Background: an optimization exercise with open tools, aiming at small area, a short achievable clock period and few clock cycles per item. Do not read the settings as production practice.
RTL that was checked went through simulation tests only; none was proved equivalent to the original.
Only the layout flow was run in run 6; the RTL was not checked for function there.
No activity file was given, so power comes from the tool's default toggle rates.

==> design.v <==
`timescale 1ns / 1ps
module Optical_8x8ctrl_top#(
    parameter       P_BAR       =   1'b0,
    parameter       P_CROSS     =   1'b1,
    parameter       P_DSTWIDTH  =   3   ,
    parameter       P_PORTNUM   =   8   ,
    parameter       P_SWITCHNUM =   4
)(
    input                                   i_clk           ,
    input                                   i_rst           ,
    input  [P_DSTWIDTH*P_PORTNUM - 1:0]     i_8x8_req       ,
    input                                   i_8x8_valid     ,
    output [19:0]                           o_grant_8x8     ,
    output                                  o_grant_valid
);
wire [3:1] w_s;
wire [8:0] w_e0;
wire       w_b3;
wire [5:0] w_d1;
reg  [3:1] r_s;      
reg  [8:0] r_e0;     
reg        r_b3;     
reg  [5:0] r_d1;     
reg        r_valid;
benes8_in u_in (
    .i_req (i_8x8_req),
    .o_s   (w_s),
    .o_e0  (w_e0),
    .o_b3  (w_b3),
    .o_d1  (w_d1)
);
benes8_out u_out (
    .i_s     (r_s),
    .i_e0    (r_e0),
    .i_b3    (r_b3),
    .i_d1    (r_d1),
    .o_grant (o_grant_8x8)
);
assign o_grant_valid = r_valid;
always @(posedge i_clk) begin
    r_s  <= w_s;
    r_e0 <= w_e0;
    r_b3 <= w_b3;
    r_d1 <= w_d1;
end
always @(posedge i_clk or posedge i_rst) begin
    if (i_rst) r_valid <= 1'b0;
    else       r_valid <= i_8x8_valid;
end
endmodule
module benes8_in(
    input  [23:0] i_req,
    output [3:1]  o_s,
    output [8:0]  o_e0,
    output        o_b3,
    output [5:0]  o_d1
);
wire [2:0] dst [0:7];
wire [1:0] D   [0:7];
genvar gi;
generate
    for (gi = 0; gi < 8; gi = gi + 1) begin : g_in
        assign dst[gi] = i_req[3*gi +: 3];
        assign D[gi]   = i_req[3*gi+1 +: 2];
    end
endgenerate
wire e02 = D[0] == D[2], e04 = D[0] == D[4];
wire e13 = D[1] == D[3], e14 = D[1] == D[4], e15 = D[1] == D[5];
wire e16 = D[1] == D[6], e17 = D[1] == D[7];
wire e24 = D[2] == D[4], e25 = D[2] == D[5], e27 = D[2] == D[7];
wire e34 = D[3] == D[4], e35 = D[3] == D[5], e36 = D[3] == D[6], e37 = D[3] == D[7];
wire e47 = D[4] == D[7], e57 = D[5] == D[7];
wire s1 = e13 | e02 | (e15 & e34) | (e14 & e35) | (e17 & e36) | (e16 & e37);
wire s2_0 = e04 | e15 | e24 | e35;
wire s2_1 = e04 | e15 | e34 | e25;
wire s3_0 = e17 | e37 | (e47 & s2_0) | (e57 & ~s2_0);
wire s3_1 = e17 | e27 | (e47 & s2_1) | (e57 & ~s2_1);
wire s2 = s1 ? s2_1 : s2_0;
wire s3 = s1 ? s3_1 : s3_0;
wire [4:0] pass2_0 = s2_0 ? {D[4], dst[5]} : {D[5], dst[4]};
wire [4:0] pass2_1 = s2_1 ? {D[4], dst[5]} : {D[5], dst[4]};
wire [4:0] pass2   = s1 ? pass2_1 : pass2_0;
wire b3_0 = s3_0 ? dst[7][0] : dst[6][0];
wire b3_1 = s3_1 ? dst[7][0] : dst[6][0];
assign o_s     = {s3, s2, s1};
assign o_e0    = {pass2[2:0], s1 ? dst[3] : dst[2], dst[0]};
assign o_d1    = {pass2[4:3], s1 ? D[2] : D[3], D[1]};
assign o_b3    = s1 ? b3_1 : b3_0;
endmodule
module benes4_route(
    input  [5:0] d,
    output [5:0] g,
    output [3:0] z0, z1, z2, z3
);
genvar i;
generate
    for (i = 0; i < 3; i = i + 1) begin : g_dec
        assign z0[i] = d[2*i +: 2] == 2'd0;
        assign z1[i] = d[2*i +: 2] == 2'd1;
        assign z2[i] = d[2*i +: 2] == 2'd2;
        assign z3[i] = d[2*i +: 2] == 2'd3;
    end
endgenerate
assign z0[3] = ~(z0[0] | z0[1] | z0[2]);
assign z1[3] = ~(z1[0] | z1[1] | z1[2]);
assign z2[3] = ~(z2[0] | z2[1] | z2[2]);
assign z3[3] = ~(z3[0] | z3[1] | z3[2]);
wire [3:0] hi = z2 | z3;
assign g[0] = ~z0[0];
assign g[1] = z0[2] | z0[3];
assign g[3] = z0[3];
assign g[2] = (hi[0] & ~z1[0]) | (hi[1] & (z1[2] | z1[3])) | (hi[2] & z1[3]);
assign g[4] = ~((z1[0] & (hi[1] | hi[2] | hi[3])) | (z1[1] & (hi[2] | hi[3])) | (z1[2] & hi[3]));
assign g[5] = z3[0] | (z3[1] & ~z2[0]) | (z3[2] & z2[3]);
endmodule
module benes8_out(
    input  [3:1] i_s,
    input  [8:0] i_e0,
    input        i_b3,
    input  [5:0] i_d1,
    output [19:0] o_grant
);
wire [5:0] g0, g1;
wire [3:0] z0, z1, z2, z3;
wire [3:0] y0, y1, y2, y3;
benes4_route u_sub0 (
    .d  ({i_e0[8:7], i_e0[5:4], i_e0[2:1]}),
    .g  (g0), .z0 (z0), .z1 (z1), .z2 (z2), .z3 (z3)
);
benes4_route u_sub1 (
    .d  (i_d1),
    .g  (g1), .z0 (y0), .z1 (y1), .z2 (y2), .z3 (y3)
);
wire [3:0] b = {i_b3, i_e0[6], i_e0[3], i_e0[0]};
wire [3:0] go;
assign go[0] = |(z0 & b);
assign go[1] = |(z1 & b);
assign go[2] = |(z2 & b);
assign go[3] = |(z3 & b);
assign o_grant = {go, i_s, 1'b0, g1, g0};
endmodule
==> flow/run.sh <==
#!/bin/bash
# Standard ORFS layout (the standard.sh) with plain buffers instead of delay
# buffers on the ports, minimum-size output-port buffers and smaller clock-tree
# buffers. All tool output goes to flow.log in the work folder; ORFS's per-step
# logs stay under orfs/logs/.
set -euo pipefail
cd "$(dirname "$0")/.."
W=$(pwd)
export BUFFER_PORTS_ARGS="-buffer_cell sky130_fd_sc_hd__buf_2"
export POST_GLOBAL_PLACE_TCL=$W/flow/outbuf.tcl
export CTS_ARGS="-sink_clustering_enable -repair_clock_nets -buf_list {${CTSBUF:-sky130_fd_sc_hd__clkbuf_8}} -root_buf ${CTSROOT:-sky130_fd_sc_hd__clkbuf_8} -dont_use_dummy_load"
bash standard.sh > flow.log 2>&1
==> flow/outbuf.tcl <==
# After port buffering and global placement: shrink each output port's buffer
# to the minimum size (it drives only the port's load).
foreach inst [get_cells output*] {
  set cell [get_property $inst ref_name]
  if {$cell eq "sky130_fd_sc_hd__buf_2"} {
    replace_cell $inst sky130_fd_sc_hd__buf_1
  }
}
==> standard.sh <==
#!/bin/bash
# synth_recipe.tcl (not shown) runs the flow's synth.tcl, then flattens the netlist and writes it again
# the make line also repeats each setting of config.mk as NAME=value (left out here)
make -C /OpenROAD-flow-scripts/flow DESIGN_CONFIG=/design/flow/config.mk WORK_HOME=/design/flow/orfs CLKGATE_MAP_FILE= SYNTH_SCRIPT=/design/flow/synth_recipe.tcl "${@:-finish}"
==> config.mk <==
export PLATFORM = sky130hd
export DESIGN_NAME = Optical_8x8ctrl_top
export DESIGN_NICKNAME = Optical_8x8ctrl_top
export VERILOG_FILES = /design/flow/design.v
export SDC_FILE = /design/flow/constraint.sdc
export NUM_CORES = 4
export LEC_CHECK = 0
export CAP_MARGIN = 20
export CORE_MARGIN = 2
export CORE_UTILIZATION = 60
export SLEW_MARGIN = 20
==> constraint.sdc <==
create_clock -name core_clock -period 19.0 [get_ports {i_clk}]
set_input_delay 3.8000 -clock core_clock [delete_from_list [all_inputs] [get_ports {i_clk}]]
set_output_delay 3.8000 -clock core_clock [all_outputs]
set_load 0.01 [all_outputs]
==> reports/qor.yml, run 1 <==
wl_um: 3136
clock_path_buffers: 2
yosysSeqAreaShare_pct: 27.98
remaining_drc_errors: 0
grt_pass1_vias: 1203
combPwrFrac_pct: 40.2
grtUsageTotal_pct: 25.48
power.internal_w: 0.00008819
hold_violations: 0
drt_pre_antenna_iters: 4
worstPathArrival_ns: 5.70
period_minus_slack_ns: 5.556
crit_path_top_delay_cell: "nor4_4"
cts_setup_buffers: 0
synth_commonest_cells: "26 x xor2_1, 19 x dfxtp_1, 14 x nor2_1, 12 x nand2_1"
cts_repair_resize_count: 0
seqPwrFrac_pct: 40.9
viasPerCell: 5.596
power.total_w: 0.0001381
drv_slew: 0
cts_buffers: 3
clock_tree.root_cell: "clkbuf_8"
place_area_um2: 1595
clockPowerShare_pct: 18.9
routedWlPerCell_um: 13.94
cts_tree: "yes"
grt_max_degree: 12
max-cap-violations: 0
fin_setup_tns_ns: 0
crit_fanout: 7
yosysMostFrequentCell: "xor2_1"
floorplan.initialDensity_pct: 64.26
io_pins: 48
num_antenna_cells: 0
cp.required_ns: 19.14
fin_crit_sh_pct: 29.24
overflow: 0
syn-num-nets: 192
synth_top_area_cell: "dfxtp_1"
outcome: "complete, no violations"
fin_area_um2: 1637
ys_warn_count: 2
start_kind: "primary input"
ys_async_sr_fraction_pct: 5.000
ctsHoldBuffers: 0
die_h_um: 53.14
portBuffers: 45
grt_pass1_wl_um: 5313
synth.distinct_cells: 35
synthTopCellsByArea: "dfxtp_1 26%, xor2_1 16%, mux2_4 5.2%"
end_kind: "register"
p_leak_nw: 0.6889
avgSynthCellArea_um2: 8.781
antenna_left: 0
drtIter0Drc: 24
syn_area_um2: 1449
die_x_um: 53.14
critPathLaunch: "i_8x8_req[11]"
drive_gt1_share_pct: 20.81
num-nets-final: 226
hpwl_um: 2430
vias: 1259
power.net_switching_w: 0.00004992
rsz0062_at_grt: "no"
crit_path_max_incr_delay_ns: 0.39
fillers: 189
dieArea_um2: 2824
ir_drop_mv: 0.06951
areaGrowthSynthToFinish_pct: 12.95
crit_type: "in -> reg"
yosys.area.top_type_share_pct: 26.25
clock_sinks: 20
power_density_nw_per_um2: 84.39
hp-class: "in -> async"
max_freq_mhz: 180.0
synth.ff_latch_count: 20
synth_edf_count: 0
core_area_um2: 2255
htreeDepth: 1
p_sw_share_pct: 36.14
synth-main-ff-cell: "dfxtp_1"
finalSetupViolCount: 0
rows: 17
antenna_found_initial: 0
synthCells: 165
clk_pin_slew_ns: 0.06
crit_chain: "buf_2 > xor2_1 > nor4_2 > nor4_4 > o31ai_4 > mux2i_4 > mux2_4"
==> state kept, by name (all words and copies together) (netlist names) <==
signal   count
r_d1         6
r_valid      1
r_e0         9
r_b3         1
r_s          3
==> cell type report <==
class	count	area, um2	share of cell area (%)
Sequential cell	20	405.4	24.77
Tap cell	28	35.03	2.141
Inverter	4	15.01	0.9174
Clock buffer	3	41.29	2.523
Multi-Input combinational cell	125	939.7	57.42
Timing Repair Buffer	45	200.2	12.23
==> through the flow <==
step | instances | utilization, % | worst slack (ns) | hold WS (ns)
CTS | 225 | 72.59 | 13.46 | 3.366
global route | 225 | 72.59 | 13.38 | 3.367
floorplan | 165 | - | 13.45 | 3.529
finish | 225 | 72.59 | 13.44 | 3.368
global placement | 222 | 71.86 | 13.27 | 3.632
detailed placement | 222 | 70.75 | 13.19 | 3.638
==> worst max path at each step <==
stage / endpoint / slack, ns / cells past startpoint
floorplan: r_d1[4]$_DFF_P_ / 13.45 / 7
global placement: r_d1[4]$_DFF_P_ / 13.27 / 7
detailed placement: r_d1[4]$_DFF_P_ / 13.19 / 7
CTS: r_d1[4]$_DFF_P_ / 13.46 / 7
global route: r_d1[4]$_DFF_P_ / 13.38 / 7
finish: r_d1[4]$_DFF_P_ / 13.44 / 7
==> power groups by stage <==
stage / Sequential [W] / Combinational, W / Clock [W]
final: 0.0000565 / 0.0000555 / 0.0000261
after global placement: 0.0000568 / 0.0000558 / 0
after detailed placement: 0.0000572 / 0.0000555 / 0
after CTS: 0.0000563 / 0.0000558 / 0.0000268
after floorplan: 0.0000552 / 0.0000433 / 0
after global routing: 0.0000578 / 0.0000616 / 0.0000276
==> worst max-delay path: cells and delay by family <==
family	cells	cell delay [ns]
AO/OA/AOI/OAI	1	0.21
AND/OR/NAND/NOR	2	0.50
multiplexers	2	0.69
XOR/XNOR	1	0.29
buffers and inverters	1	0.20
==> routing by layer <==
metal | part of all wire [%] | up-vias | track usage, % | wire length [um]
met2 | 52 | 37 | 46.04 | 1644
met5 | 0 | - | 0 | 0
met1 | 42 | 592 | 30.84 | 1314
met3 | 5.2 | 2 | 5.367 | 162
li1 | - | 628 | - | -
met4 | 0.45 | 0 | 5.128 | 14
==> cells by family after synthesis <==
kind of cell / Yosys count / share of synthesized area, %
flops: 20 / 27.98
simple gates: 45 / 16.67
compound gates: 33 / 15.80
other cells: 1 / 0.2588
buf+inv: 20 / 7.168
mux: 14 / 12.78
xor+xnor: 32 / 19.34
==> placed cells by master, fill, tap and decap left out, types with 2 or more instances in the layout <==
master,synthesis,routed
buf_1,0,20
o21ai_0,8,8
clkbuf_8,0,3
nand2_1,12,12
inv_1,3,3
nor2_1,14,14
mux2_1,6,6
xor2_1,26,26
mux2_4,5,5
nor4_2,3,3
o22ai_1,4,4
dfxtp_1,19,19
mux2i_1,2,2
nor2b_1,6,6
o21ai_1,3,3
buf_2,8,25
a21oi_1,5,5
a221o_1,3,3
nand3_1,7,7
o31ai_1,2,2
xnor2_1,6,6
a221oi_1,2,2
Testbench counts, summed over its fixed seeds: cycles 2,048, items 2,048.
==> run 2: changes to the inputs <==
--- a/config.mk
+++ b/config.mk
@@ -8,4 +8,4 @@
 export CAP_MARGIN = 20
-export CORE_MARGIN = 2
-export CORE_UTILIZATION = 60
+export CORE_AREA = 2 2 64 64
+export DIE_AREA = 0 0 66 66
 export SLEW_MARGIN = 20
==> run 2 against run 1 <==
  * Still clean
  * Synthesized area stayed put
  * Count of clock-buffer cells in the layout stayed put
  * Flip-flop and latch count stayed put
  * Cell count grew 8.9%
  * Power down 0.80%
  * Die area is 54% higher
  * Fmax up 0.26%
  * Wire length decreased by 2.1%
  * Global-route usage is 11 points lower
  * Combinational power decreased by 0.7%
  * Critical path type unchanged
  * Critical endpoint is now r_e0[6]$_DFF_P_
  * Largest cell class unchanged
  * Largest power group unchanged
==> reports/qor.yml, run 2 <==
ctsHoldBuffers: 0  # unchanged
drv_slew: 0  # unchanged
ir_drop_mv: 0.02604  # -63%
max-cap-violations: 0  # unchanged
dieArea_um2: 4356  # +54%
antenna_left: 0  # unchanged
fin_area_um2: 1662  # +1.5%
outcome: "complete, no violations"
largest_register_ffs: 9  # unchanged
synthTopCellsByArea: "dfxtp_1 26%, xor2_1 16%, mux2_4 5.2%"
wl_um: 3071  # -2.1%
largest_register: "r_e0"
power_density_nw_per_um2: 82.45  # -2.3%
synth_top_area_cell: "dfxtp_1"
synthCells: 165  # unchanged
ys_async_sr_fraction_pct: 5.000  # unchanged
num_antenna_cells: 0  # unchanged
cts_tree: "yes"
num-nets-final: 226  # unchanged
yosysSeqAreaShare_pct: 27.98  # unchanged
avgSynthCellArea_um2: 8.781  # unchanged
register_area_um2: 405.4  # unchanged
yosysMostFrequentCell: "xor2_1"
met3_usage_pct: 2.044  # -3.3 points
io_pins: 48  # unchanged
synth_commonest_cells: "26 x xor2_1, 19 x dfxtp_1, 14 x nor2_1, 12 x nand2_1"
grtUsageTotal_pct: 14.65  # -11 points
drive_gt1_share_pct: 20.81  # unchanged
use_met2_pct: 21.84  # -24 points
synth-main-ff-cell: "dfxtp_1"
syn_area_um2: 1449  # unchanged
fin_setup_tns_ns: 0  # unchanged
areaGrowthSynthToFinish_pct: 14.68
synth.distinct_cells: 35  # unchanged
clock_tree.root_cell: "clkbuf_8"
hpwl_um: 2353  # -3.2%
fillers: 386  # +100%
floorplan.initialDensity_pct: 39.28  # -25 points
antenna_found_initial: 0  # unchanged
grt_pass1_vias: 1037  # -14%
cts_repair_resize_count: 0  # unchanged
vias: 1221  # -3.0%
die_h_um: 66  # +24%
clock_sinks: 20  # unchanged
clk_pin_slew_ns: 0.07  # about the same
end_kind: "register"
overflow: 0  # unchanged
yosys.area.top_type_share_pct: 26.25  # unchanged
layout_common_cells: "26 x xor2_1, 25 x buf_2, 20 x buf_1"
use_met1_pct: 21.00  # -9.8 points
synth_edf_count: 0  # unchanged
start_kind: "primary input"
hold_violations: 0  # unchanged
worstPathArrival_ns: 5.68  # -0.02 ns
drt_pre_antenna_iters: 4  # unchanged
viasPerCell: 4.984  # -11%
cts_buffers: 3  # unchanged
power.total_w: 0.0001370  # -0.80%
hp-class: "in -> async"
die_x_um: 66  # +24%
max_freq_mhz: 180.5  # +0.26%
biggestRegsByFlops: "r_e0 x9, r_d1 x6, r_s x3"
remaining_drc_errors: 0  # unchanged
finalSetupViolCount: 0  # unchanged
period_minus_slack_ns: 5.542  # -0.01420 ns
ys_warn_count: 2  # unchanged
grt_max_degree: 12  # unchanged
place_area_um2: 1620  # +1.6%
crit_type: "in -> reg"
layout_commonest_cell: "xor2_1"
rsz0062_at_grt: "no"
rows: 22  # +5
clock_path_buffers: 2  # unchanged
multi_input_area_um2: 939.7  # unchanged
synth.ff_latch_count: 20  # unchanged
routedWlPerCell_um: 12.53  # -10%
grt_most_used_layer: "met2"
fin_crit_sh_pct: 29.17  # -0.075 points
syn-num-nets: 192  # unchanged
post-place-ws_ns: 13.20  # +0.005100 ns
fin_ws_ns: 13.46  # +0.01420 ns
cts_setup_buffers: 0  # unchanged
crit_fanout: 7  # unchanged
core_area_um2: 3689  # +64%
grt_pass1_wl_um: 4933  # -7.2%
cp.required_ns: 19.14  # about the same
drtIter0Drc: 146  # +510%
portBuffers: 45  # unchanged
htreeDepth: 1  # unchanged
p_leak_nw: 0.6889  # unchanged
-- run 2: final cells by class --
class / count / area share, %
timing repair buffer: 45 / 12.05
clock buffer: 3 / 2.485
tap: 48 / 3.614
multi-input combinational: 125 / 56.55
sequential: 20 / 24.40
inverter: 4 / 0.9036
-- run 2: cell families (layout without fill, tap and decap cells) --
group / count (synthesis) / after routing / share of synthesized area (%)
and+or+nand+nor: 45 / 45 / 16.67
buffers and inverters: 20 / 52 / 7.168
AOI/OAI and AO/OA: 33 / 33 / 15.80
muxes: 14 / 14 / 12.78
other: 1 / 1 / 0.2588
xor gates and xnor gates: 32 / 32 / 19.34
DFF: 20 / 20 / 27.98
-- run 2: final timing paths --
check                         startpoint                end  slack (ns)  cells past startpoint
min                                i_rst  r_valid$_DFF_PP0_        3.37                      2
max                        i_8x8_req[11]    r_e0[6]$_DFF_P_       13.46                      7
max in group asynchronous          i_rst  r_valid$_DFF_PP0_       15.54                      2
min in group core_clock      i_8x8_valid  r_valid$_DFF_PP0_        3.66                      1
-- run 2: critical path: stages --
cell	delay, ns
buf_2	0.21
xor2_1	0.24
nor4_2	0.11
nor4_4	0.40
o31ai_4	0.21
mux2i_4	0.38
mux2_4	0.33
-- run 2: report_power, final --
part | switching, W | internal, W | leakage [nW] | total (W)
Clock | 0.0000115 | 0.0000140 | 0.0216 | 0.0000255
Combinational | 0.0000297 | 0.0000254 | 0.495 | 0.0000551
Sequential | 0.00000773 | 0.0000487 | 0.172 | 0.0000564
-- run 2: routing by layer --
metal,share of wire (%),routed length [um]
met1,47,1436
met5,0,0
met2,46,1406
met4,1.2,38
met3,6.2,189
-- run 2: metrics by stage --
| stage | util, % | cells | hold WS, ns |
|---|---|---|---|
| final | 45.05 | 245 | 3.370 |
| after global routing | 45.05 | 245 | 3.366 |
| after CTS | 45.05 | 245 | 3.363 |
| after detailed placement | 43.93 | 242 | 3.636 |
| after global placement | 44.61 | 242 | 3.635 |
| after floorplan | - | 165 | 3.529 |
==> run 3: changes to the inputs <==
--- a/flow/run.sh
+++ b/flow/run.sh
@@ -10,3 +10,3 @@
 export POST_GLOBAL_PLACE_TCL=$W/flow/outbuf.tcl
-export CTS_ARGS="-sink_clustering_enable -repair_clock_nets -buf_list {${CTSBUF:-sky130_fd_sc_hd__clkbuf_8}} -root_buf ${CTSROOT:-sky130_fd_sc_hd__clkbuf_8} -dont_use_dummy_load"
+export CTS_ARGS="-sink_clustering_enable -sink_clustering_size 30 -sink_clustering_max_diameter 200 -repair_clock_nets -buf_list {sky130_fd_sc_hd__clkbuf_8} -root_buf sky130_fd_sc_hd__clkbuf_8 -dont_use_dummy_load"
 bash standard.sh > flow.log 2>&1
==> run 3 against run 2 <==
  * Core utilization unchanged
  * Sequential share of layout area unchanged
  * First-iteration DRC count did not move
  * Cell area stayed put
  * Power is the same
  * Synthesized area stayed put
  * Highest routed layer unchanged
  * Via count unchanged
  * Fmax unchanged
  * Flip-flop and latch count unchanged
  * Cell count did not move
==> reports/qor.yml, run 3 <==
outcome: "complete, no violations"
wl_um: 3071  # unchanged
crit_chain: "buf_2 > xor2_1 > nor4_2 > nor4_4 > o31ai_4 > mux2i_4 > mux2_4"
vias: 1221  # unchanged
num_antenna_cells: 0  # unchanged
portBuffers: 45  # unchanged
layout_common_cells: "26 x xor2_1, 25 x buf_2, 20 x buf_1"
antenna_found_initial: 0  # unchanged
drtIter0Drc: 146  # unchanged
cts_tree: "yes"
cts_setup_buffers: 0  # unchanged
fin_setup_tns_ns: 0  # unchanged
viasPerCell: 4.984  # unchanged
yosys.area.top_type_share_pct: 26.25  # unchanged
synth.distinct_cells: 35  # unchanged
synthTopCellsByArea: "dfxtp_1 26%, xor2_1 16%, mux2_4 5.2%"
htreeDepth: 1  # unchanged
yosysMostFrequentCell: "xor2_1"
overflow: 0  # unchanged
clock_tree.root_cell: "clkbuf_8"
power_density_nw_per_um2: 82.45  # unchanged
synth_top_area_cell: "dfxtp_1"
drt_pre_antenna_iters: 4  # unchanged
hpwl_um: 2353  # unchanged
period_minus_slack_ns: 5.542  # unchanged
syn_area_um2: 1449  # unchanged
synth_edf_count: 0  # unchanged
grt_pass1_wl_um: 4933  # unchanged
synthCells: 165  # unchanged
largest_register: "r_e0"
grt_pass1_vias: 1037  # unchanged
ys_warn_count: 2  # unchanged
crit_path_top_delay_cell: "nor4_4"
drive_gt1_share_pct: 20.81  # unchanged
syn-num-nets: 192  # unchanged
die_h_um: 66  # unchanged
worstPathArrival_ns: 5.68  # about the same
biggestRegsByFlops: "r_e0 x9, r_d1 x6, r_s x3"
crit_type: "in -> reg"
io_pins: 48  # unchanged
max-cap-violations: 0  # unchanged
rows: 22  # unchanged
floorplan.initialDensity_pct: 39.28  # unchanged
grt_max_degree: 12  # unchanged
start_kind: "primary input"
synth_commonest_cells: "26 x xor2_1, 19 x dfxtp_1, 14 x nor2_1, 12 x nand2_1"
ctsHoldBuffers: 0  # unchanged
grtUsageTotal_pct: 14.65  # unchanged
remaining_drc_errors: 0  # unchanged
num-nets-final: 226  # unchanged
clk_pin_slew_ns: 0.07  # about the same
cts_buffers: 3  # unchanged
ys_async_sr_fraction_pct: 5.000  # unchanged
largest_register_ffs: 9  # unchanged
finalSetupViolCount: 0  # unchanged
ir_drop_mv: 0.02604  # unchanged
cts_repair_resize_count: 0  # unchanged
core_area_um2: 3689  # unchanged
hp-class: "in -> async"
rsz0062_at_grt: "no"
hold_ws_ns: 3.370  # unchanged
p_leak_nw: 0.6889  # unchanged
yosysSeqAreaShare_pct: 27.98  # unchanged
synth-main-ff-cell: "dfxtp_1"
antenna_left: 0  # unchanged
end_kind: "register"
layout_commonest_cell: "xor2_1"
fin_crit_sh_pct: 29.17  # unchanged
routedWlPerCell_um: 12.53  # unchanged
die_x_um: 66  # unchanged
clock_sinks: 20  # unchanged
areaGrowthSynthToFinish_pct: 14.68  # unchanged
crit_fanout: 7  # unchanged
max_freq_mhz: 180.5  # unchanged
hold_violations: 0  # unchanged
dieArea_um2: 4356  # unchanged
synth.ff_latch_count: 20  # unchanged
crit_path_max_incr_delay_ns: 0.40  # about the same
cp.required_ns: 19.14  # about the same
drv_slew: 0  # unchanged
clock_path_buffers: 2  # unchanged
avgSynthCellArea_um2: 8.781  # unchanged
run 3: layout make-up:
| cell class | instances | area (um2) |
|---|---|---|
| Fill cell | 386 | 2027 |
| Multi-Input combinational cell | 125 | 939.7 |
| Sequential cell | 20 | 405.4 |
| Timing Repair Buffer | 45 | 200.2 |
| Tap cell | 48 | 60.06 |
| Clock buffer | 3 | 41.29 |
| Inverter | 4 | 15.01 |
run 3: routing by layer:
metal	vias to the layer above	share of wire [%]	global-route usage [%]	routed length (um)
met5	-	0	0	0
met4	0	1.2	6.122	38
met3	2	6.2	2.044	189
met2	43	46	21.84	1406
met1	548	47	21.00	1436
li1	628	-	-	-
run 3: cells by family after synthesis:
| kind of cell | count (synthesis) | share of synthesized area [%] |
|---|---|---|
| other | 1 | 0.2588 |
| AO/OA/AOI/OAI | 33 | 15.80 |
| XOR/XNOR | 32 | 19.34 |
| buffers and inverters | 20 | 7.168 |
| flip-flops | 20 | 27.98 |
| AND/OR/NAND/NOR | 45 | 16.67 |
| multiplexers | 14 | 12.78 |
run 3: through the flow:
step | total power (W) | area [um2] | setup WS, ns | util (%) | cells
floorplan | 0.00009845 | 1449 | 13.45 | - | 165
CTS | 0.0001385 | 1662 | 13.47 | 45.05 | 245
global placement | 0.0001147 | 1645 | 13.18 | 44.61 | 242
detailed placement | 0.0001125 | 1620 | 13.20 | 43.93 | 242
global route | 0.0001477 | 1662 | 13.38 | 45.05 | 245
finish | 0.0001370 | 1662 | 13.46 | 45.05 | 245
run 3: where the power goes:
part	switching, W	internal [W]	total (W)
Sequential	0.00000773	0.0000487	0.0000564
Clock	0.0000115	0.0000140	0.0000255
Combinational	0.0000297	0.0000254	0.0000551
run 3: worst max-delay path by stage:
stage,from,end,slack [ns]
after floorplan,i_8x8_req[17],r_d1[4]$_DFF_P_,13.45
after global placement,i_8x8_req[11],r_e0[6]$_DFF_P_,13.18
after detailed placement,i_8x8_req[10],r_e0[8]$_DFF_P_,13.20
after CTS,i_8x8_req[10],r_e0[6]$_DFF_P_,13.47
after global routing,i_8x8_req[11],r_e0[8]$_DFF_P_,13.38
final,i_8x8_req[11],r_e0[6]$_DFF_P_,13.46
run 3: worst max-delay path, delay by kind of cell:
family / cells / cell delay [ns]
AND/OR/NAND/NOR: 2 / 0.51
buffers and inverters: 1 / 0.21
multiplexers: 2 / 0.71
XOR/XNOR: 1 / 0.24
AO/OA/AOI/OAI: 1 / 0.21
==> run 4: changes to the inputs <==
--- a/flow/run.sh
+++ b/flow/run.sh
@@ -10,3 +10,3 @@
 export POST_GLOBAL_PLACE_TCL=$W/flow/outbuf.tcl
-export CTS_ARGS="-sink_clustering_enable -sink_clustering_size 30 -sink_clustering_max_diameter 200 -repair_clock_nets -buf_list {sky130_fd_sc_hd__clkbuf_8} -root_buf sky130_fd_sc_hd__clkbuf_8 -dont_use_dummy_load"
+export CTS_ARGS="-sink_clustering_enable -repair_clock_nets -buf_list {sky130_fd_sc_hd__clkbuf_4} -root_buf sky130_fd_sc_hd__clkbuf_4 -dont_use_dummy_load"
 bash standard.sh > flow.log 2>&1
==> run 4 against run 3 <==
  * Still clean
  * Wire length increased by 0.33%
  * Via count about the same
  * First-iteration DRC count decreased by 2.7%
  * Critical path type unchanged
  * Largest cell class unchanged
  * Largest power group unchanged
  * Highest routed layer unchanged
==> reports/qor.yml, run 4 <==
grtUsageTotal_pct: 14.76  # +0.11 points
crit_path_max_incr_delay_ns: 0.40  # about the same
cp.required_ns: 19.19  # +0.05 ns
crit_fanout: 7  # unchanged
cts_tree: "yes"
grt_pass1_vias: 1035  # -0.19%
clk_pin_slew_ns: 0.10  # +0.03 ns
fin_ws_ns: 13.51  # +0.04810 ns
synthTopCellsByArea: "dfxtp_1 26%, xor2_1 16%, mux2_4 5.2%"
synth_top_area_cell: "dfxtp_1"
drive_gt1_share_pct: 20.81  # unchanged
grt_max_degree: 12  # unchanged
hpwl_um: 2353  # unchanged
layout_commonest_cell: "xor2_1"
yosys.area.top_type_share_pct: 26.25  # unchanged
final_cells: 245  # unchanged
ctsHoldBuffers: 0  # unchanged
drtIter0Drc: 142  # -2.7%
max_freq_mhz: 182.0  # +0.88%
synth-main-ff-cell: "dfxtp_1"
num_antenna_cells: 0  # unchanged
start_kind: "primary input"
largest_register: "r_e0"
outcome: "complete, no violations"
cts_setup_buffers: 0  # unchanged
cts_buffers: 3  # unchanged
ys_warn_count: 2  # unchanged
power.total_w: 0.0001299  # -5.2%
clock_sinks: 20  # unchanged
crit_chain: "buf_2 > xor2_1 > nor4_2 > nor4_4 > o31ai_4 > mux2i_4 > mux2_4"
ir_drop_mv: 0.02357  # -9.5%
avgSynthCellArea_um2: 8.781  # unchanged
synthCells: 165  # unchanged
portBuffers: 45  # unchanged
die_h_um: 66  # unchanged
synth_edf_count: 0  # unchanged
crit_type: "in -> reg"
drv_slew: 0  # unchanged
ys_async_sr_fraction_pct: 5.000  # unchanged
rsz0062_at_grt: "no"
htreeDepth: 1  # unchanged
dp_cells: 242  # unchanged
routedWlPerCell_um: 12.58  # +0.33%
overflow: 0  # unchanged
core_area_um2: 3689  # unchanged
remaining_drc_errors: 0  # unchanged
viasPerCell: 4.988  # about the same
floorplan.initialDensity_pct: 39.28  # unchanged
finalSetupViolCount: 0  # unchanged
period_minus_slack_ns: 5.493  # -0.04810 ns
num-nets-final: 226  # unchanged
antenna_left: 0  # unchanged
biggestRegsByFlops: "r_e0 x9, r_d1 x6, r_s x3"
synth.ff_latch_count: 20  # unchanged
syn_area_um2: 1449  # unchanged
worstPathArrival_ns: 5.68  # about the same
crit_path_top_delay_cell: "nor4_4"
fin_setup_tns_ns: 0  # unchanged
clock_path_buffers: 2  # unchanged
fin_area_um2: 1643  # -1.1%
io_pins: 48  # unchanged
syn-num-nets: 192  # unchanged
areaGrowthSynthToFinish_pct: 13.39
dieArea_um2: 4356  # unchanged
synth.distinct_cells: 35  # unchanged
antenna_found_initial: 0  # unchanged
yosysMostFrequentCell: "xor2_1"
max-cap-violations: 0  # unchanged
drt_pre_antenna_iters: 4  # unchanged
fin_crit_sh_pct: 28.91  # -0.25 points
layout_common_cells: "26 x xor2_1, 25 x buf_2, 20 x buf_1"
wl_um: 3081  # +0.33%
synth_commonest_cells: "26 x xor2_1, 19 x dfxtp_1, 14 x nor2_1, 12 x nand2_1"
hp-class: "in -> async"
end_kind: "register"
rows: 22  # unchanged
clock_tree.root_cell: "clkbuf_4"
place_area_um2: 1620  # unchanged
largest_register_ffs: 9  # unchanged
grt_pass1_wl_um: 4940  # +0.14%
yosysSeqAreaShare_pct: 27.98  # unchanged
power_density_nw_per_um2: 79.06  # -4.1%
p_leak_nw: 0.6812  # -1.1%
post-place-ws_ns: 13.20  # unchanged
die_x_um: 66  # unchanged
vias: 1222  # +0.082%
hold_violations: 0  # unchanged
cts_repair_resize_count: 0  # unchanged
==> run 4: cell counts after synthesis <==
No cell type changed its count.
==> run 4: stage by stage <==
step | util, % | hold slack [ns]
2_1_floorplan | - | 3.529
3_3_place_gp | 44.61 | 3.635
3_5_place_dp | 43.93 | 3.636
4_1_cts | 44.54 | 3.303
5_1_grt | 44.54 | 3.299
6_report | 44.54 | 3.319
==> run 4: final cells by class <==
cell class	count	area, um2
Tap cell	48	60.06
Timing Repair Buffer	45	200.2
Sequential cell	20	405.4
Clock buffer	3	22.52
Fill cell	391	2046
Multi-Input combinational cell	125	939.7
Inverter	4	15.01
==> run 4: critical path: cells and delay by family <==
family,cells,cell delay (ns)
AOI/OAI and AO/OA,1,0.21
xor gates and xnor gates,1,0.24
buffers and inverters,1,0.21
muxes,2,0.71
and+or+nand+nor,2,0.51
==> run 4: cells by family after synthesis <==
| kind of cell | share of synthesized area (%) |
|---|---|
| and+or+nand+nor | 16.67 |
| AOI/OAI and AO/OA | 15.80 |
| xor gates and xnor gates | 19.34 |
| DFF | 27.98 |
| buffers and inverters | 7.168 |
| muxes | 12.78 |
| other | 0.2588 |
==> run 4: power breakdown <==
group | leakage (nW) | switching, W | internal [W]
registers | 0.172 | 0.00000774 | 0.0000486
clock network | 0.0138 | 0.0000110 | 0.00000736
logic | 0.495 | 0.0000297 | 0.0000254
==> run 4: worst paths after layout <==
path | startpoint | to | slack (ns) | depth (start not counted)
setup / recovery | i_8x8_req[11] | r_e0[6]$_DFF_P_ | 13.51 | 7
hold / removal | i_rst | r_valid$_DFF_PP0_ | 3.32 | 2
max in group asynchronous | i_rst | r_valid$_DFF_PP0_ | 15.59 | 2
min in group core_clock | i_8x8_valid | r_valid$_DFF_PP0_ | 3.61 | 1
==> run 4: metal layers <==
layer / vias up / GRT usage (%) / part of all wire, %
met5: - / 0 / 0
met1: 546 / 21.00 / 47
met4: 0 / 6.888 / 1.1
li1: 631 / - / -
met2: 43 / 21.84 / 46
met3: 2 / 2.044 / 6.3
==> run 5: changes to the inputs <==
--- a/design.v
+++ b/design.v
@@ -79,7 +79,3 @@
 wire s3 = s1 ? s3_1 : s3_0;
-wire [4:0] pass2_0 = s2_0 ? {D[4], dst[5]} : {D[5], dst[4]};
-wire [4:0] pass2_1 = s2_1 ? {D[4], dst[5]} : {D[5], dst[4]};
-wire [4:0] pass2   = s1 ? pass2_1 : pass2_0;
-wire b3_0 = s3_0 ? dst[7][0] : dst[6][0];
-wire b3_1 = s3_1 ? dst[7][0] : dst[6][0];
+wire [4:0] pass2 = s2 ? {D[4], dst[5]} : {D[5], dst[4]};
 assign o_s     = {s3, s2, s1};
@@ -87,3 +83,3 @@
 assign o_d1    = {pass2[4:3], s1 ? D[2] : D[3], D[1]};
-assign o_b3    = s1 ? b3_1 : b3_0;
+assign o_b3    = s3 ? dst[7][0] : dst[6][0];
 endmodule
--- a/flow/run.sh
+++ b/flow/run.sh
@@ -10,3 +10,3 @@
 export POST_GLOBAL_PLACE_TCL=$W/flow/outbuf.tcl
-export CTS_ARGS="-sink_clustering_enable -repair_clock_nets -buf_list {sky130_fd_sc_hd__clkbuf_4} -root_buf sky130_fd_sc_hd__clkbuf_4 -dont_use_dummy_load"
+export CTS_ARGS="-sink_clustering_enable -repair_clock_nets -buf_list {${CTSBUF:-sky130_fd_sc_hd__clkbuf_8}} -root_buf ${CTSROOT:-sky130_fd_sc_hd__clkbuf_8} -dont_use_dummy_load"
 bash standard.sh > flow.log 2>&1
==> run 5 against run 4 <==
  * Flip-flop and latch count is the same
  * Clock power grew 41%
  * Critical path depth is the same
  * Fmax grew 0.86%
  * Synthesized cell count grew 1.2%
  * Power grew 6.6%
  * Combinational power grew 2%
  * Synthesized area grew 1.5%
  * Worst hold slack gained 0.064 ns
  * Highest routed layer unchanged
==> reports/qor.yml, run 5 <==
hold_violations: 0  # unchanged
period_minus_slack_ns: 5.447  # -0.04680 ns
layout_common_cells: "25 x buf_2, 22 x xor2_1, 22 x nor2_1"
synthCells: 167  # +1.2%
crit_fanout: 8  # +1
drtIter0Drc: 77  # -46%
worstPathArrival_ns: 5.59  # -0.09 ns
floorplan.initialDensity_pct: 39.86  # +0.58 points
grt_pass1_wl_um: 4864  # -1.5%
areaGrowthSynthToFinish_pct: 13.02
final_cells: 246  # +0.41%
synth_edf_count: 0  # unchanged
yosys.area.top_type_share_pct: 25.87  # -0.38 points
drv_slew: 0  # unchanged
power_density_nw_per_um2: 83.33  # +5.4%
ys_async_sr_fraction_pct: 5.000  # unchanged
crit_path_max_incr_delay_ns: 0.39  # about the same
cp.required_ns: 19.14  # -0.05 ns
yosysSeqAreaShare_pct: 27.57  # -0.40 points
fillers: 415  # +6.1%
num-nets-final: 227  # +0.44%
max_freq_mhz: 183.6  # +0.86%
antenna_found_initial: 0  # unchanged
critPathBufInv: 1  # unchanged
die_x_um: 66  # unchanged
synth_commonest_cells: "22 x nor2_1, 22 x xor2_1, 19 x dfxtp_1, 10 x o21ai_0, 9 x xnor2_1"
dp_cells: 243  # +0.41%
grtUsageTotal_pct: 14.29  # -0.47 points
biggestRegsByFlops: "r_e0 x9, r_d1 x6, r_s x3"
clock_sinks: 20  # unchanged
remaining_drc_errors: 0  # unchanged
core_area_um2: 3689  # unchanged
ys_warn_count: 2  # unchanged
outcome: "complete, no violations"
fin_area_um2: 1662  # +1.1%
portBuffers: 45  # unchanged
io_pins: 48  # unchanged
clk_pin_slew_ns: 0.07  # -0.03 ns
start_kind: "primary input"
hpwl_um: 2331  # -0.96%
ctsHoldBuffers: 0  # unchanged
hp-class: "in -> async"
cts_tree: "yes"
dieArea_um2: 4356  # unchanged
max-cap-violations: 0  # unchanged
vias: 1231  # +0.74%
antenna_left: 0  # unchanged
clock_path_buffers: 2  # unchanged
syn_area_um2: 1470  # +1.5%
p_leak_nw: 0.6797  # -0.21%
place_area_um2: 1620  # unchanged
avgSynthCellArea_um2: 8.803  # +0.25%
cts_repair_resize_count: 0  # unchanged
largest_register: "r_e0"
cts_buffers: 3  # unchanged
fin_setup_tns_ns: 0  # unchanged
htreeDepth: 1  # unchanged
crit_path_top_delay_cell: "mux2i_4"
cts_setup_buffers: 0  # unchanged
rsz0062_at_grt: "no"
ir_drop_mv: 0.02615  # +11%
overflow: 0  # unchanged
synth.ff_latch_count: 20  # unchanged
crit_type: "in -> reg"
drt_pre_antenna_iters: 4  # unchanged
wl_um: 2949  # -4.3%
crit_chain: "buf_2 > xor2_1 > nor4_1 > a311oi_1 > nand2_2 > mux2i_4 > mux2_2"
crit_family: "multiplexers"
fin_crit_sh_pct: 28.67  # -0.25 points
synth-main-ff-cell: "dfxtp_1"
num_antenna_cells: 0  # unchanged
routedWlPerCell_um: 11.99  # -4.7%
syn-num-nets: 194  # +1.0%
synth.distinct_cells: 38  # +8.6%
grt_max_degree: 13  # +1
synth_top_area_cell: "dfxtp_1"
finalSetupViolCount: 0  # unchanged
grt_pass1_vias: 1139  # +10%
die_h_um: 66  # unchanged
rows: 22  # unchanged
synthTopCellsByArea: "dfxtp_1 26%, xor2_1 13%, mux2_2 6.1%"
drive_gt1_share_pct: 22.73  # +1.9 points
end_kind: "register"
layout_commonest_cell: "buf_2"
clock_tree.root_cell: "clkbuf_8"
viasPerCell: 5.004  # +0.33%
largest_register_ffs: 9  # unchanged
run 5: final timing paths:
kind,slack (ns),from,to,cells after the start
setup / recovery,13.55,i_8x8_req[5],r_e0[8]$_DFF_P_,7
hold / removal,3.38,i_rst,r_valid$_DFF_PP0_,2
max in group asynchronous,15.53,i_rst,r_valid$_DFF_PP0_,2
min in group core_clock,3.65,i_8x8_req[0],r_e0[0]$_DFF_P_,1
run 5: cells by family (layout without fill, tap and decap cells):
group	Yosys count	after routing	share of synthesized area, %
other	1	1	0.2551
and+or+nand+nor	47	47	14.47
buffers and inverters	21	52	8.510
muxes	15	15	12.60
xor gates and xnor gates	32	32	19.57
AOI/OAI and AO/OA	31	31	17.02
DFF	20	20	27.57
run 5: cell type report:
type	instances	area [um2]	area share, %
Clock buffer	3	41.29	2.485
Inverter	4	15.01	0.9036
Multi-Input combinational cell	126	939.7	56.55
Sequential cell	20	405.4	24.40
Tap cell	48	60.06	3.614
Timing Repair Buffer	45	200.2	12.05
run 5: layer usage:
layer	wire (um)	track usage (%)	share of wire [%]
met5	0	0	0
met4	27	5.357	0.92
met3	135	1.533	4.6
met2	1369	25.13	46
met1	1416	17.86	48
run 5: metrics by stage:
stage	setup WS (ns)	hold slack, ns	util [%]	total power, W
after detailed placement	13.26	3.641	43.93	0.0001141
after global placement	13.27	3.632	44.61	0.0001161
final	13.55	3.383	45.05	0.0001385
after floorplan	13.57	3.529	-	0.0001005
after CTS	13.52	3.382	45.05	0.0001399
after global routing	13.40	3.373	45.05	0.0001489
run 5: report_power, final:
group          leakage, nW  switching [W]  internal [W]   total, W
Combinational        0.486      0.0000296     0.0000267  0.0000563
Sequential           0.172     0.00000744     0.0000489  0.0000564
Clock               0.0216      0.0000118     0.0000140  0.0000259
Testbench counts of run 5, summed over its fixed seeds: cycles 2,048, items 2,048.
==> run 6: changes to the inputs <==
--- a/design.v
+++ b/design.v
@@ -73,8 +73,4 @@
 wire s1 = e13 | e02 | (e15 & e34) | (e14 & e35) | (e17 & e36) | (e16 & e37);
-wire s2_0 = e04 | e15 | e24 | e35;
-wire s2_1 = e04 | e15 | e34 | e25;
-wire s3_0 = e17 | e37 | (e47 & s2_0) | (e57 & ~s2_0);
-wire s3_1 = e17 | e27 | (e47 & s2_1) | (e57 & ~s2_1);
-wire s2 = s1 ? s2_1 : s2_0;
-wire s3 = s1 ? s3_1 : s3_0;
+wire s2 = e04 | e15 | ((e24 | e35) & ~s1) | ((e34 | e25) & s1);
+wire s3 = e17 | (e27 & s1) | (e37 & ~s1) | (e47 & s2) | (e57 & ~s2);
 wire [4:0] pass2 = s2 ? {D[4], dst[5]} : {D[5], dst[4]};
==> run 6 against run 5 <==
  * Critical path depth is 1 higher
  * Non-clock buffer count stayed put
  * Cell count shrank 0.81%
  * Power is 2.6% lower
  * Worst setup slack got worse by 0.27 ns
  * Flip-flop and latch count unchanged
  * Die area unchanged
  * First-iteration DRC count rose by 36%
  * Critical path type unchanged
  * Highest routed layer unchanged
==> reports/qor.yml, run 6 <==
cts_tree: "yes"
hold_ws_ns: 3.377  # -0.006200 ns
outcome: "complete, no violations"
clock_tree.root_cell: "clkbuf_8"
grt_max_degree: 13  # unchanged
rows: 22  # unchanged
yosysMostFrequentCell: "dfxtp_1"
largest_register: "r_e0"
finalCoreUtilization_pct: 44.40  # -0.64 points
remaining_drc_errors: 0  # unchanged
synthTopCellsByArea: "dfxtp_1 26%, xor2_1 9.7%, xnor2_1 9.1%"
p_leak_nw: 0.6491  # -4.5%
syn-num-nets: 192  # -1.0%
areaGrowthSynthToFinish_pct: 13.83
die_h_um: 66  # unchanged
cp.required_ns: 19.13  # about the same
crit_family: "compound AO/OA/AOI/OAI gates"
worstPathArrival_ns: 5.84  # +0.25 ns
synth-main-ff-cell: "dfxtp_1"
dr_wl_met2_um: 1441  # +5.3%
register_area_um2: 405.4  # unchanged
portBuffers: 45  # unchanged
viasPerCell: 5.000  # about the same
drt_pre_antenna_iters: 4  # unchanged
fin_crit_sh_pct: 30.06  # +1.4 points
crit_chain: "buf_2 > xor2_1 > nor4_2 > a311oi_2 > a21oi_1 > or2_1 > o311ai_4 > mux2_1"
ys_async_sr_fraction_pct: 5.000  # unchanged
antenna_found_initial: 0  # unchanged
routedWlPerCell_um: 12.65  # +5.5%
synth.distinct_cells: 37  # -2.6%
num-nets-final: 225  # -0.88%
crit_path_max_incr_delay_ns: 0.37  # -0.02 ns
hpwl_um: 2396  # +2.8%
ir_drop_mv: 0.02763  # +5.7%
period_minus_slack_ns: 5.712  # +0.2653 ns
synth.ff_latch_count: 20  # unchanged
dieArea_um2: 4356  # unchanged
core_area_um2: 3689  # unchanged
syn_area_um2: 1439  # -2.1%
yosysSeqAreaShare_pct: 28.17  # +0.60 points
htreeDepth: 1  # unchanged
crit_path_top_delay_cell: "or2_1"
synth_top_area_cell: "dfxtp_1"
synth_edf_count: 0  # unchanged
drtIter0Drc: 105  # +36%
clock_path_buffers: 2  # unchanged
ys_warn_count: 2  # unchanged
top_layer: "met4"
vias: 1220  # -0.89%
critPathBufInv: 1  # unchanged
end_kind: "register"
grtUsageTotal_pct: 15.41  # +1.1 points
biggestRegsByFlops: "r_e0 x9, r_d1 x6, r_s x3"
max_freq_mhz: 175.1  # -4.6%
hp-class: "in -> async"
post-place-ws_ns: 13.02  # -0.2397 ns
cts_setup_buffers: 0  # unchanged
ctsHoldBuffers: 0  # unchanged
crit_fanout: 7  # -1
floorplan.initialDensity_pct: 39.01  # -0.85 points
rsz0062_at_grt: "no"
wl_um: 3086  # +4.6%
layout_commonest_cell: "buf_2"
drv_slew: 0  # unchanged
synthCells: 165  # -1.2%
fin_ws_ns: 13.29  # -0.2653 ns
max-cap-violations: 0  # unchanged
yosys.area.top_type_share_pct: 26.43  # +0.56 points
io_pins: 48  # unchanged
start_kind: "primary input"
multi_input_area_um2: 908.4  # -3.3%
largest_register_ffs: 9  # unchanged
clk_pin_slew_ns: 0.06  # about the same
grt_pass1_wl_um: 5202  # +6.9%
wl_met3_um: 147  # +8.9%
drive_gt1_share_pct: 24.49  # +1.8 points
grt_pass1_vias: 1133  # -0.53%
finalSetupViolCount: 0  # unchanged
crit_type: "in -> reg"
die_x_um: 66  # unchanged
fin_setup_tns_ns: 0  # unchanged
clock_sinks: 20  # unchanged
synth_commonest_cells: "19 x dfxtp_1, 16 x nor2_1, 16 x xor2_1, 15 x xnor2_1"
hold_violations: 0  # unchanged
overflow: 0  # unchanged
wl_met1_um: 1479  # +4.4%
num_antenna_cells: 0  # unchanged
avgSynthCellArea_um2: 8.720  # -0.94%
layout_common_cells: "25 x buf_2, 20 x buf_1, 19 x dfxtp_1"
antenna_left: 0  # unchanged
fillers: 383  # -7.7%
cts_buffers: 3  # unchanged
power_density_nw_per_um2: 82.33  # -1.2%
cts_repair_resize_count: 0  # unchanged
-- run 6: cell types whose count changed after synthesis, moves of 3 or more --
cell / previous run / this run
a21oi_1: 2 / 6
o22ai_1: 3 / 0
xor2_1: 22 / 16
buf_4: 7 / 2
nor2_1: 22 / 16
buf_2: 4 / 7
xnor2_1: 9 / 15
-- run 6: kinds of logic after synthesis --
family	synth area share [%]
flip-flops	28.17
multiplexers	8.609
other	0.2606
XOR/XNOR	21.13
AO/OA/AOI/OAI	18.17
AND/OR/NAND/NOR	14.96
buffers and inverters	8.695
-- run 6: where the power goes --
part | total, W | internal (W) | switching (W)
registers | 0.0000559 | 0.0000486 | 0.00000726
clock network | 0.0000264 | 0.0000141 | 0.0000123
logic | 0.0000526 | 0.0000242 | 0.0000285
total | 0.000135 | 0.0000868 | 0.0000480
-- run 6: layout make-up --
| class | instances | area share (%) |
|---|---|---|
| Multi-Input combinational cell | 122 | 55.46 |
| Sequential cell | 20 | 24.75 |
| Timing Repair Buffer | 45 | 12.22 |
| Tap cell | 48 | 3.667 |
| Clock buffer | 3 | 2.521 |
| Inverter | 6 | 1.375 |
-- run 6: worst max-delay path by stage --
stage / cells past startpoint / endpoint / slack (ns) / from
2_1_floorplan: 9 / r_b3$_DFF_P_ / 13.26 / i_8x8_req[10]
3_3_place_gp: 8 / r_b3$_DFF_P_ / 13.02 / i_8x8_req[11]
3_5_place_dp: 8 / r_b3$_DFF_P_ / 13.02 / i_8x8_req[11]
4_1_cts: 8 / r_b3$_DFF_P_ / 13.28 / i_8x8_req[11]
5_1_grt: 8 / r_b3$_DFF_P_ / 13.09 / i_8x8_req[10]
6_report: 8 / r_b3$_DFF_P_ / 13.29 / i_8x8_req[10]
-- run 6: stage by stage --
step / instances / instance area, um2 / power, W
finish: 244 / 1638 / 0.0001348
global route: 244 / 1638 / 0.0001448
CTS: 244 / 1638 / 0.0001361
detailed placement: 241 / 1597 / 0.0001096
global placement: 241 / 1622 / 0.0001119
floorplan: 165 / 1439 / 0.00009681
-- run 6: routing by layer --
metal,track usage (%),vias to the layer above
li1,-,622
met1,20.08,553
met2,25.88,43
met3,2.215,2
met4,5.357,0
met5,0,-
==> run 7: changes to the inputs <==
--- a/design.v
+++ b/design.v
@@ -73,4 +73,8 @@
 wire s1 = e13 | e02 | (e15 & e34) | (e14 & e35) | (e17 & e36) | (e16 & e37);
-wire s2 = e04 | e15 | ((e24 | e35) & ~s1) | ((e34 | e25) & s1);
-wire s3 = e17 | (e27 & s1) | (e37 & ~s1) | (e47 & s2) | (e57 & ~s2);
+wire s2_0 = e04 | e15 | e24 | e35;
+wire s2_1 = e04 | e15 | e34 | e25;
+wire s3_0 = e17 | e37 | (e47 & s2_0) | (e57 & ~s2_0);
+wire s3_1 = e17 | e27 | (e47 & s2_1) | (e57 & ~s2_1);
+wire s2 = s1 ? s2_1 : s2_0;
+wire s3 = s1 ? s3_1 : s3_0;
 wire [4:0] pass2 = s2 ? {D[4], dst[5]} : {D[5], dst[4]};
--- a/flow/run.sh
+++ b/flow/run.sh
@@ -8,5 +8,9 @@
 W=$(pwd)
+{ head -n 1 synth_recipe.tcl; cat flow/abc_override.tcl; tail -n +2 synth_recipe.tcl; } > own_synth.tcl
+sed "s#SYNTH_SCRIPT=[^ ]*#SYNTH_SCRIPT=$W/own_synth.tcl#" standard.sh > own_standard.sh
+grep -q "SYNTH_SCRIPT=$W/own_synth.tcl" own_standard.sh
+export OWN_ABC_SCRIPT=$W/flow/abc.script
 export BUFFER_PORTS_ARGS="-buffer_cell sky130_fd_sc_hd__buf_2"
 export POST_GLOBAL_PLACE_TCL=$W/flow/outbuf.tcl
-export CTS_ARGS="-sink_clustering_enable -repair_clock_nets -buf_list {${CTSBUF:-sky130_fd_sc_hd__clkbuf_8}} -root_buf ${CTSROOT:-sky130_fd_sc_hd__clkbuf_8} -dont_use_dummy_load"
-bash standard.sh > flow.log 2>&1
+export CTS_ARGS="-sink_clustering_enable -repair_clock_nets -buf_list {sky130_fd_sc_hd__clkbuf_4} -root_buf sky130_fd_sc_hd__clkbuf_4 -dont_use_dummy_load"
+bash own_standard.sh > flow.log 2>&1
==> flow/abc.script (new file) <==
&get -n
&st
&dch
&nf
&st
&syn2
&if -g -K 6
&synch2
&nf
&st
&syn2
&if -g -K 6
&synch2
&nf
&st
&syn2
&if -g -K 6
&synch2
&nf
&st
&syn2
&if -g -K 6
&synch2
&nf
&st
&syn2
&if -g -K 6
&synch2
&nf
&put
topo
stime -c
upsize -c
dnsize -c
==> flow/abc_override.tcl (new file) <==
# Technology mapping with this flow's own ABC script (flow/abc.script) in place
# of ORFS's; everything else in the standard flow's synthesis stays as it is.
proc abc {args} {
  set i [lsearch -exact $args -script]
  if {$i >= 0} { lset args [expr {$i + 1}] $::env(OWN_ABC_SCRIPT) }
  puts "abc_override: using $::env(OWN_ABC_SCRIPT)"
  yosys abc {*}$args
}
==> flow/outbuf.tcl (replaced) <==
# After port buffering and global placement: shrink to the minimum size the
# buffers of the output ports (each drives only its port's load) and of the
# inputs that feed no comparison (the destinations' bit 0, valid and reset).
set small {i_8x8_valid i_rst}
for {set i 0} {$i < 8} {incr i} { lappend small "i_8x8_req\[[expr {3 * $i}]\]" }
foreach inst [[ord::get_db_block] getInsts] {
  set name [$inst getName]
  if {[[$inst getMaster] getName] ne "sky130_fd_sc_hd__buf_2"} { continue }
  set a [$inst findITerm A]
  if {$a eq "NULL" || [$a getNet] eq "NULL"} { continue }
  set in [[$a getNet] getName]
  if {[string match output* $name] || ([string match input* $name] && [lsearch -exact $small $in] >= 0)} {
    puts "outbuf.tcl: $name ($in) -> buf_1"
    replace_cell [get_cells $name] sky130_fd_sc_hd__buf_1
  }
}
==> run 7 against run 6 <==
  * Non-clock buffer count unchanged
  * Worst setup slack better by 0.26 ns
  * Global-route usage down 0.61 points
  * Combinational power up 6.3%
  * Cell area down 0.46%
  * Sequential power up 0.9%
  * Via count up 2.2%
  * First-iteration DRC count down 62%
  * Critical path type unchanged
  * Highest routed layer unchanged
==> reports/qor.yml, run 7 <==
outcome: "complete, no violations"
finalSetupViolCount: 0  # unchanged
synthTopCellsByArea: "dfxtp_1 28%, xor2_1 14%, mux2_1 8.2%"
crit_type: "in -> reg"
max-cap-violations: 0  # unchanged
synth_commonest_cells: "22 x nor2_1, 22 x xor2_1, 19 x dfxtp_1, 10 x mux2_1, 10 x xnor2_1"
synth_edf_count: 0  # unchanged
vias: 1247  # +2.2%
seqPwrFrac_pct: 43.0  # +1.6 points
num-nets-final: 227  # +0.89%
antenna_left: 0  # unchanged
ctsHoldBuffers: 0  # unchanged
wl_um: 2928  # -5.1%
grt_pass1_wl_um: 5057  # -2.8%
io_pins: 48  # unchanged
start_kind: "primary input"
crit_fanout: 8  # +1
core_area_um2: 3689  # unchanged
remaining_drc_errors: 0  # unchanged
worstPathArrival_ns: 5.63  # -0.21 ns
synth.ff_latch_count: 20  # unchanged
biggestRegsByFlops: "r_e0 x9, r_d1 x6, r_s x3"
layout_commonest_cell: "buf_1"
largest_register: "r_e0"
syn_area_um2: 1366  # -5.0%
hpwl_um: 2300  # -4.0%
cts_buffers: 3  # unchanged
routedWlPerCell_um: 11.90  # -5.9%
power.internal_w: 0.00008181  # -5.8%
yosys.area.top_type_share_pct: 27.84  # +1.4 points
cp.required_ns: 19.17  # +0.04 ns
areaGrowthSynthToFinish_pct: 19.32
synth-main-ff-cell: "dfxtp_1"
grt_max_degree: 12  # -1
largest_register_ffs: 9  # unchanged
synth.distinct_cells: 35  # -5.4%
die_h_um: 66  # unchanged
ir_drop_mv: 0.02833  # +2.5%
drt_pre_antenna_iters: 4  # unchanged
place_area_um2: 1608  # +0.71%
drv_slew: 0  # unchanged
finalCoreUtilization_pct: 44.20  # -0.20 points
grtUsageTotal_pct: 14.80  # -0.61 points
die_x_um: 66  # unchanged
drive_gt1_share_pct: 14.65  # -9.8 points
clockPowerShare_pct: 14.4  # -5.1 points
fin_area_um2: 1630  # -0.46%
power_density_nw_per_um2: 80.42  # -2.3%
grt_pass1_vias: 1137  # +0.35%
hp-class: "in -> async"
layout_common_cells: "29 x buf_1, 22 x xor2_1, 22 x nor2_1"
synthCells: 151  # -8.5%
power.net_switching_w: 0.00004930  # +2.7%
cts_tree: "yes"
combPwrFrac_pct: 42.6  # +3.6 points
drtIter0Drc: 40  # -62%
cts_repair_resize_count: 0  # unchanged
clock_path_buffers: 2  # unchanged
rows: 22  # unchanged
clock_tree.root_cell: "clkbuf_4"
fin_setup_tns_ns: 0  # unchanged
end_kind: "register"
dieArea_um2: 4356  # unchanged
floorplan.initialDensity_pct: 37.04  # -2.0 points
hold_violations: 0  # unchanged
yosysSeqAreaShare_pct: 29.67  # +1.5 points
num_antenna_cells: 0  # unchanged
htreeDepth: 1  # unchanged
ys_warn_count: 2  # unchanged
p_leak_nw: 0.6331  # -2.5%
synth_top_area_cell: "dfxtp_1"
fin_crit_sh_pct: 28.72  # -1.3 points
avgSynthCellArea_um2: 9.048  # +3.8%
clock_sinks: 20  # unchanged
rsz0062_at_grt: "no"
antenna_found_initial: 0  # unchanged
cts_setup_buffers: 0  # unchanged
max_freq_mhz: 183.3  # +4.7%
syn-num-nets: 178  # -7.3%
overflow: 0  # unchanged
ys_async_sr_fraction_pct: 5.000  # unchanged
portBuffers: 45  # unchanged
clk_pin_slew_ns: 0.09  # +0.03 ns
period_minus_slack_ns: 5.457  # -0.2554 ns
viasPerCell: 5.069  # +1.4%
p_sw_share_pct: 37.60  # +2.0 points
-- run 7: cell count changes after synthesis, moves of 3 or more --
cell,delta
a21oi_1,-4
buf_2,-7
buf_6,-3
clkbuf_1,-5
inv_1,-6
mux2_1,+9
mux2_2,-10
nor2_1,+6
o22ai_1,+3
xnor2_1,-5
xor2_1,+6
-- run 7: logic make-up after synthesis --
family                    Yosys count  synth area share, %
and+or+nand+nor                    47                15.57
xor gates and xnor gates           32                20.51
AOI/OAI and AO/OA                  31                18.77
muxes                              15                13.55
other                               1               0.2745
buffers and inverters               5                1.649
DFF                                20                29.67
-- run 7: power groups by stage --
| stage | Combinational, W | Clock, W | Sequential, W |
|---|---|---|---|
| final | 0.0000559 | 0.0000189 | 0.0000564 |
| after detailed placement | 0.0000562 | 0 | 0.0000573 |
| after global routing | 0.0000622 | 0.0000215 | 0.0000577 |
| after floorplan | 0.0000394 | 0 | 0.0000563 |
| after CTS | 0.0000564 | 0.0000198 | 0.0000562 |
| after global placement | 0.0000582 | 0 | 0.0000575 |
-- run 7: layout make-up --
cell class                      count  area (um2)
Inverter                            4       15.01
Timing Repair Buffer               45       188.9
Fill cell                         407        2058
Tap cell                           48       60.06
Multi-Input combinational cell    126       938.4
Clock buffer                        3       22.52
Sequential cell                    20       405.4
-- run 7: worst max-delay path: stages --
cell and delay (ns):
buf_2 0.16, xor2_1 0.20, nor4_1 0.40, a311oi_2 0.07
nand2_2 0.25, mux2i_4 0.40, mux2_1 0.35
-- run 7: path summary, 6_finish.rpt --
check                             start           endpoint  slack (ns)  cells past startpoint
worst max-delay path       i_8x8_req[5]    r_e0[8]$_DFF_P_       13.54                      7
worst min-delay path              i_rst  r_valid$_DFF_PP0_        3.31                      2
max in group asynchronous         i_rst  r_valid$_DFF_PP0_       15.61                      2
min in group core_clock    i_8x8_req[0]    r_e0[0]$_DFF_P_        3.59                      1
-- run 7: routing by layer --
| metal | wire length (um) | global-route usage, % | up-vias |
|---|---|---|---|
| li1 | - | - | 631 |
| met1 | 1413 | 19.88 | 573 |
| met2 | 1342 | 23.74 | 41 |
| met3 | 138 | 1.874 | 2 |
| met4 | 34 | 6.378 | 0 |
| met5 | 0 | 0 | - |
-- run 7: metrics by stage --
stage	instances	hold WS (ns)	setup WS (ns)	power [W]
final	246	3.308	13.54	0.0001311
after global routing	246	3.296	13.42	0.0001415
after CTS	246	3.292	13.55	0.0001325
after detailed placement	243	3.610	13.22	0.0001135
after global placement	243	3.629	13.25	0.0001157
after floorplan	151	3.523	13.68	0.00009572
Testbench counts of run 7, summed over its fixed seeds: cycles 2,048, items 2,048.
==> run 8: changes to the inputs <==
--- a/flow/abc.script
+++ b/flow/abc.script
@@ -30,2 +30,3 @@
 &put
+buffer -c
 topo
@@ -34 +35,3 @@
 dnsize -c
+upsize -c
+dnsize -c
==> run 8 against run 7 <==
  * Synthesized area rose by 7.6%
  * Cell area hardly changed
  * Power is 0.50% lower
  * Largest cell class unchanged
  * Still clean
  * Global-route usage fell by 0.58 points
==> reports/qor.yml, run 8 <==
outcome: "complete, no violations"
rows: 22  # unchanged
synth_commonest_cells: "22 x nor2_1, 22 x xor2_1, 19 x dfxtp_1, 10 x o21ai_0, 9 x xnor2_1"
rsz0062_at_grt: "no"
antenna_left: 0  # unchanged
grt_max_degree: 13  # +1
max_freq_mhz: 183.9  # +0.37%
cts_tree: "yes"
power_density_nw_per_um2: 79.96  # -0.58%
largest_register: "r_e0"
syn-num-nets: 194  # +9.0%
syn_area_um2: 1470  # +7.6%
post-place-ws_ns: 13.27  # +0.04900 ns
synth.distinct_cells: 38  # +8.6%
die_h_um: 66  # unchanged
ir_drop_mv: 0.02807  # -0.94%
dieArea_um2: 4356  # unchanged
clock_sinks: 20  # unchanged
ys_async_sr_fraction_pct: 5.000  # unchanged
max-cap-violations: 0  # unchanged
crit_type: "reg -> out"
io_pins: 48  # unchanged
fin_setup_tns_ns: 0  # unchanged
viasPerCell: 4.911  # -3.1%
avgSynthCellArea_um2: 8.803  # -2.7%
num-nets-final: 227  # unchanged
num_antenna_cells: 0  # unchanged
synth_edf_count: 0  # unchanged
layout_commonest_cell: "buf_1"
grt_pass1_vias: 1090  # -4.1%
yosys.area.top_type_share_pct: 25.87  # -2.0 points
drive_gt1_share_pct: 18.18  # +3.5 points
synth.ff_latch_count: 20  # unchanged
hpwl_um: 2299  # about the same
start_kind: "register"
drtIter0Drc: 81  # +100%
hp-class: "in -> async"
ys_warn_count: 2  # unchanged
ctsHoldBuffers: 0  # unchanged
floorplan.initialDensity_pct: 39.86  # +2.8 points
critPathLaunch: "r_e0[7]$_DFF_P_"
grtUsageTotal_pct: 14.22  # -0.58 points
antenna_found_initial: 0  # unchanged
end_kind: "output pin"
clock_path_buffers: 2  # unchanged
hold_violations: 0  # unchanged
cts_repair_resize_count: 0  # unchanged
overflow: 0  # unchanged
fin_crit_sh_pct: 28.61  # -0.11 points
areaGrowthSynthToFinish_pct: 10.98
dp_cells: 243  # unchanged
vias: 1208  # -3.1%
routedWlPerCell_um: 11.80  # -0.85%
fin_ws_ns: 13.56  # +0.02010 ns
portBuffers: 45  # unchanged
drt_pre_antenna_iters: 4  # unchanged
biggestRegsByFlops: "r_e0 x9, r_d1 x6, r_s x3"
crit_fanout: 6  # -2
final_cells: 246  # unchanged
core_area_um2: 3689  # unchanged
period_minus_slack_ns: 5.437  # -0.02010 ns
die_x_um: 66  # unchanged
synth-main-ff-cell: "dfxtp_1"
yosysSeqAreaShare_pct: 27.57  # -2.1 points
synth_top_area_cell: "dfxtp_1"
p_leak_nw: 0.6472  # +2.2%
synthTopCellsByArea: "dfxtp_1 26%, xor2_1 13%, mux2_2 6.1%"
cts_buffers: 3  # unchanged
grt_pass1_wl_um: 4774  # -5.6%
worstPathArrival_ns: 1.64  # -3.99 ns
synthCells: 167  # +11%
htreeDepth: 1  # unchanged
clock_tree.root_cell: "clkbuf_4"
drv_slew: 0  # unchanged
wl_um: 2903  # -0.85%
clk_pin_slew_ns: 0.11  # +0.02 ns
cp.required_ns: 15.20  # -3.97 ns
finalSetupViolCount: 0  # unchanged
remaining_drc_errors: 0  # unchanged
layout_common_cells: "29 x buf_1, 22 x xor2_1, 22 x nor2_1"
largest_register_ffs: 9  # unchanged
cts_setup_buffers: 0  # unchanged
run 8: through the flow:
step | cell area, um2 | hold slack (ns) | utilization [%] | total power, W
3_5_place_dp | 1609 | 3.618 | 43.62 | 0.0001136
3_3_place_gp | 1645 | 3.632 | 44.61 | 0.0001161
6_report | 1632 | 3.319 | 44.23 | 0.0001305
5_1_grt | 1632 | 3.302 | 44.23 | 0.0001411
4_1_cts | 1632 | 3.308 | 44.23 | 0.0001324
2_1_floorplan | 1470 | 3.529 | - | 0.0001005
run 8: critical path: stages, from the launching register on:
cell	delay [ns]
dfxtp_1	0.44
nor2b_1	0.39
o31ai_1	0.12
a221o_1	0.26
buf_1	0.13
run 8: kinds of logic (layout without fill, tap and decap cells):
group,after synthesis,after routing,share of synthesized area (%)
XOR/XNOR,32,32,19.57
AND/OR/NAND/NOR,47,47,14.47
other,1,1,0.2551
multiplexers,15,15,12.60
AO/OA/AOI/OAI,31,31,17.02
buffers and inverters,21,52,8.510
flip-flops,20,20,27.57
run 8: cell type report:
class	instances	area [um2]
Inverter	4	15.01
Sequential cell	20	405.4
Tap cell	48	60.06
Multi-Input combinational cell	126	939.7
Clock buffer	3	22.52
Timing Repair Buffer	45	188.9
Fill cell	398	2057
run 8: worst max path at each step:
stage,slack [ns],end
2_1_floorplan,13.57,r_d1[5]$_DFF_P_
3_3_place_gp,13.27,r_e0[8]$_DFF_P_
3_5_place_dp,13.27,r_e0[8]$_DFF_P_
4_1_cts,13.56,o_grant_8x8[17]
5_1_grt,13.41,o_grant_8x8[17]
6_report,13.56,o_grant_8x8[17]
run 8: where the power goes:
group          internal (W)  switching (W)  total (W)
clock            0.00000736      0.0000109  0.0000183
combinational     0.0000265      0.0000295  0.0000559
sequential        0.0000489     0.00000742  0.0000563
total             0.0000827      0.0000478   0.000130
run 8: layer usage:
layer | wire (um) | global-route usage [%] | part of all wire, % | vias to the layer above
met4 | 34 | 6.888 | 1.2 | 0
met1 | 1371 | 18.28 | 47 | 540
li1 | - | - | - | 634
met5 | 0 | 0 | 0 | -
met2 | 1343 | 23.86 | 46 | 32
met3 | 154 | 1.193 | 5.3 | 2

[re-timing with driven ports]
How much do the figures lean on ideal ports? The routed layouts below were timed once more, with nothing changed but the port constraints.
Step 1, drivers: a clkbuf_16 drives i_clk and a buf_2 each remaining input, both assumed.
Step 2 adds t to the input delays and takes it off the output delays; t is the mean of the earliest and latest rising clock arrival at the registers after step 1. Input paths then give back, and output paths get back, about the clock's delay inside the block.
Three values: no drivers, after step 1, after step 2; two values: the first two.
run	shift t [ns]	setup slack, ns	slew at the worst register clock pin (ns)	worst slew at a driven data input, ns
run 1	0.272	13.444 / 13.447 / 13.175	0.07 / 0.07	0.04
run 2	0.269	13.458 / 13.462 / 13.193	0.07 / 0.07	0.03
run 3	0.269	13.458 / 13.462 / 13.193	0.07 / 0.07	0.03
run 4	0.305	13.506 / 13.507 / 13.202	0.10 / 0.10	0.03
run 5	0.270	13.553 / 13.560 / 13.290	0.07 / 0.07	0.04
run 6	0.273	13.288 / 13.287 / 13.014	0.07 / 0.07	0.03
run 7	0.307	13.543 / 13.523 / 13.239	0.11 / 0.11	0.03
run 8	0.306	13.564 / 13.540 / 13.296	0.11 / 0.11	0.04
After both steps setup and hold are still met in every run listed.
